Source: an optimization exercise on an open RTL-to-GDS flow (aim: small area and a short achievable clock period). Production flows keep margins and buffers that such runs may drop.
The RTL was checked by simulation tests, not by an equivalence proof against the original design.

## ternary_sum_nine
module ternary_sum_nine #(
    parameter WIDTH = 32
) (
    input clk,
    input [WIDTH-1:0] i0,
    input [WIDTH-1:0] i1,
    input [WIDTH-1:0] i2,
    input [WIDTH-1:0] i3,
    input [WIDTH-1:0] i4,
    input [WIDTH-1:0] i5,
    input [WIDTH-1:0] i6,
    input [WIDTH-1:0] i7,
    input [WIDTH-1:0] i8,
    output [WIDTH+4-1:0] o
);
Size: ~130 flip-flops.
export LEC_CHECK = 0
export ABC_AREA = 1
export CAP_MARGIN = 20
export CORE_MARGIN = 2
export CORE_UTILIZATION = 60
export SETUP_SLACK_MARGIN = 3.2
export SLEW_MARGIN = 20
export TNS_END_PERCENT = 10
create_clock -name core_clock -period 5.5 [get_ports {clk}]
standard.sh (not shown) runs the stock make flow with config.mk's settings and CLKGATE_MAP_FILE= SYNTH_SCRIPT=/design/flow/synth_recipe.tcl, a recipe that flattens the netlist after the stock synthesis.
==> flow/flow/run.sh <==
#!/bin/bash
set -e
export BUFFER_PORTS_ARGS="-buffer_cell sky130_fd_sc_hd__buf_1"
export CTS_ARGS="-sink_clustering_enable -repair_clock_nets -dont_use_dummy_load -buf_list sky130_fd_sc_hd__clkbuf_8"
bash standard.sh > standard.log 2>&1
The starting point finished clean.
==> next run, changes <==
==> flow/flow/run.sh (replaced) <==
#!/bin/bash
set -e
export BUFFER_PORTS_ARGS="-buffer_cell sky130_fd_sc_hd__buf_1"
bash standard.sh > standard.log 2>&1
--- a/flow/config.mk
+++ b/flow/config.mk
@@ -11,4 +11,4 @@
 export CORE_UTILIZATION = 60
-export SETUP_SLACK_MARGIN = 3.2
+export CTS_BUF_LIST = sky130_fd_sc_hd__clkbuf_4
+export SETUP_SLACK_MARGIN = 3.3
 export SLEW_MARGIN = 20
-export TNS_END_PERCENT = 10
Result: The changed run finished with timing, DRC and antenna clean; die area is unchanged; core utilization came out higher by 6.0 points; clock-buffer cell count climbs by 1; sequential share of layout area came out lower by 1.6 points; routed wire length went up by about 12%; final area is higher by 7.9%; worst hold slack improves by 0.018 ns; cell count climbs by 2.0%.
==> next run, changes <==
--- a/flow/config.mk
+++ b/flow/config.mk
@@ -12,3 +12,2 @@
 export CTS_BUF_LIST = sky130_fd_sc_hd__clkbuf_4
-export SETUP_SLACK_MARGIN = 3.3
 export SLEW_MARGIN = 20
Core utilization drops by 8.1 points.
Wire length decreases by about 12%.
Cell area drops by 9.9%.

========
Setup of quartz:
Starting RTL as in the previous note.
==> flow/config.mk <==
export PLATFORM = sky130hd
export DESIGN_NAME = ternary_sum_nine
export DESIGN_NICKNAME = ternary_sum_nine
export VERILOG_FILES = /design/flow/design.v
export SDC_FILE = /design/flow/constraint.sdc
export NUM_CORES = 4
export LEC_CHECK = 0
export ABC_AREA = 1
export CAP_MARGIN = 20
export CORE_MARGIN = 2
export CORE_UTILIZATION = 60
export SETUP_SLACK_MARGIN = 3.2
export SLEW_MARGIN = 20
==> flow/constraint.sdc <==
create_clock -name core_clock -period 5.5 [get_ports {clk}]
set_input_delay 1.1000 -clock core_clock [delete_from_list [all_inputs] [get_ports {clk}]]
set_output_delay 1.1000 -clock core_clock [all_outputs]
set_load 0.01 [all_outputs]
==> flow/flow/run.sh <==
#!/bin/bash
set -e
export BUFFER_PORTS_ARGS="-buffer_cell sky130_fd_sc_hd__buf_1"
export CTS_ARGS="-sink_clustering_enable -repair_clock_nets -dont_use_dummy_load -buf_list sky130_fd_sc_hd__clkbuf_4"
bash standard.sh > standard.log 2>&1
quartz | stages: all done | timing, DRC, antenna: all pass
diff inputs: quartz => zinc
Settings: setting TNS_END_PERCENT to 10 for the first time; changing CORE_UTILIZATION from 60 to 55; changing SETUP_SLACK_MARGIN from 3.2 to 3.1.
==> flow/flow/run.sh <==
#!/bin/bash
set -e
export BUFFER_PORTS_ARGS="-buffer_cell sky130_fd_sc_hd__buf_1"
export CTS_ARGS="-sink_clustering_enable -repair_clock_nets -dont_use_dummy_load -buf_list sky130_fd_sc_hd__clkbuf_8"
bash standard.sh > standard.log 2>&1
--- outcome ---
zinc and quartz all finish clean. Comparing zinc and quartz, the higher hold slack is on quartz. zinc vs. quartz: delay of the slowest critical-path stage has decreased; utilization has decreased. Against quartz as the reference, zinc delivers a lower via count. Where routed wire length is concerned, quartz is outperformed by zinc. For register cell area after layout, quartz and zinc come out practically identical. On zinc: final worst-path setup slack is 0.11 ns lower than what quartz gave. zinc vs. quartz: largest clock skew in the final design dropped 0.020 ns; fmax dropped about 4.7%.
The following lists how sierra was set up differently from zinc:
Settings: CTS_BUF_LIST: unset -> sky130_fd_sc_hd__clkbuf_4; TNS_END_PERCENT: 10 -> unset; CORE_UTILIZATION: 55 -> 60; SETUP_SLACK_MARGIN: 3.1 -> 3.6.
==> flow/flow/run.sh <==
#!/bin/bash
set -e
export BUFFER_PORTS_ARGS="-buffer_cell sky130_fd_sc_hd__buf_1"
bash standard.sh > standard.log 2>&1
Results
- sierra reached the final stage; the timing, DRC and antenna checks on its layout passed.
- Filler cell count (zinc / sierra): 2.4
- On number of logic stages on the critical path including buffering, the lower figure sits with zinc, not sierra.
- Wire: sierra routes more than zinc
- As far as xor/xnor share of the synthesized area goes, sierra and zinc are indistinguishable; the numbers are identical.
- Detailed-route via count, sierra and zinc, lower one = zinc.
- Final critical-path required period: sierra and zinc compared, lower one is zinc
- The capture point of the critical path comes out r1_c31_2$_DFF_P_ in one run and o_r[26]$_DFF_P_ in the other, namely in zinc and sierra respectively.
- Setup slack of the critical path after layout in sierra is 0.028 ns lower than in zinc
- Global-route wire length before repair, sierra vs zinc: up by more than 10%
- Via count of the first global-routing pass (higher): sierra
--- input diff sierra..maple ---
Settings: changing SETUP_SLACK_MARGIN from 3.6 to 3.0; changing CTS_BUF_LIST from sky130_fd_sc_hd__clkbuf_4 to sky130_fd_sc_hd__clkbuf_8.
==> comparison <==
maple ended up with r1_c3_0$_DFF_P_ as its beginning of the critical path; sierra ended up with r1_c3_1$_DFF_P_. Relative to sierra, number of nets at the end of the flow has decreased by 27 in maple. On maple: count of instances resized after the clock tree is built is 321 lower than what sierra gave. In the reports for maple and sierra, the smaller fraction of standard cell area in multi-input logic belongs to sierra.

[re-timing with driven ports]
In the flow no input, the clock included, has a driving cell. The finished layouts below were timed again as built, in two steps.
Step 1 sets driving cells, clkbuf_16 on the clock port and buf_2 on the other inputs (assumed; they add their load-dependent delay and slew).
Step 2, shift: input delay + t, output delay - t, t = (earliest + latest rising clock arrival at the registers) / 2. This alone moves slack from input paths to output paths.
a / b / c = no drivers / after step 1 / after step 2; a / b = the first two.
run | shift t [ns] | setup slack, ns | slew at the worst register clock pin (ns)
the first run of note 1 | 0.476 | 3.183 / 3.196 / 2.720 | 0.07 / 0.07
the second run of note 1 | 0.591 | 3.254 / 3.254 / 2.757 | 0.13 / 0.13
the third run of note 1 | 0.599 | 3.100 / 3.100 / 2.679 | 0.12 / 0.12
quartz | 0.542 | 3.249 / 3.262 / 2.720 | 0.12 / 0.12
zinc | 0.457 | 3.138 / 3.149 / 2.693 | 0.07 / 0.07
sierra | 0.603 | 3.110 / 3.110 / 2.695 | 0.12 / 0.12
maple | 0.475 | 3.145 / 3.145 / 2.755 | 0.07 / 0.07
After both steps setup and hold are still met in every run listed. For quartz, which loses most, drivers alone change the setup slack by +0.013 ns; drivers and shift together by -0.529 ns.
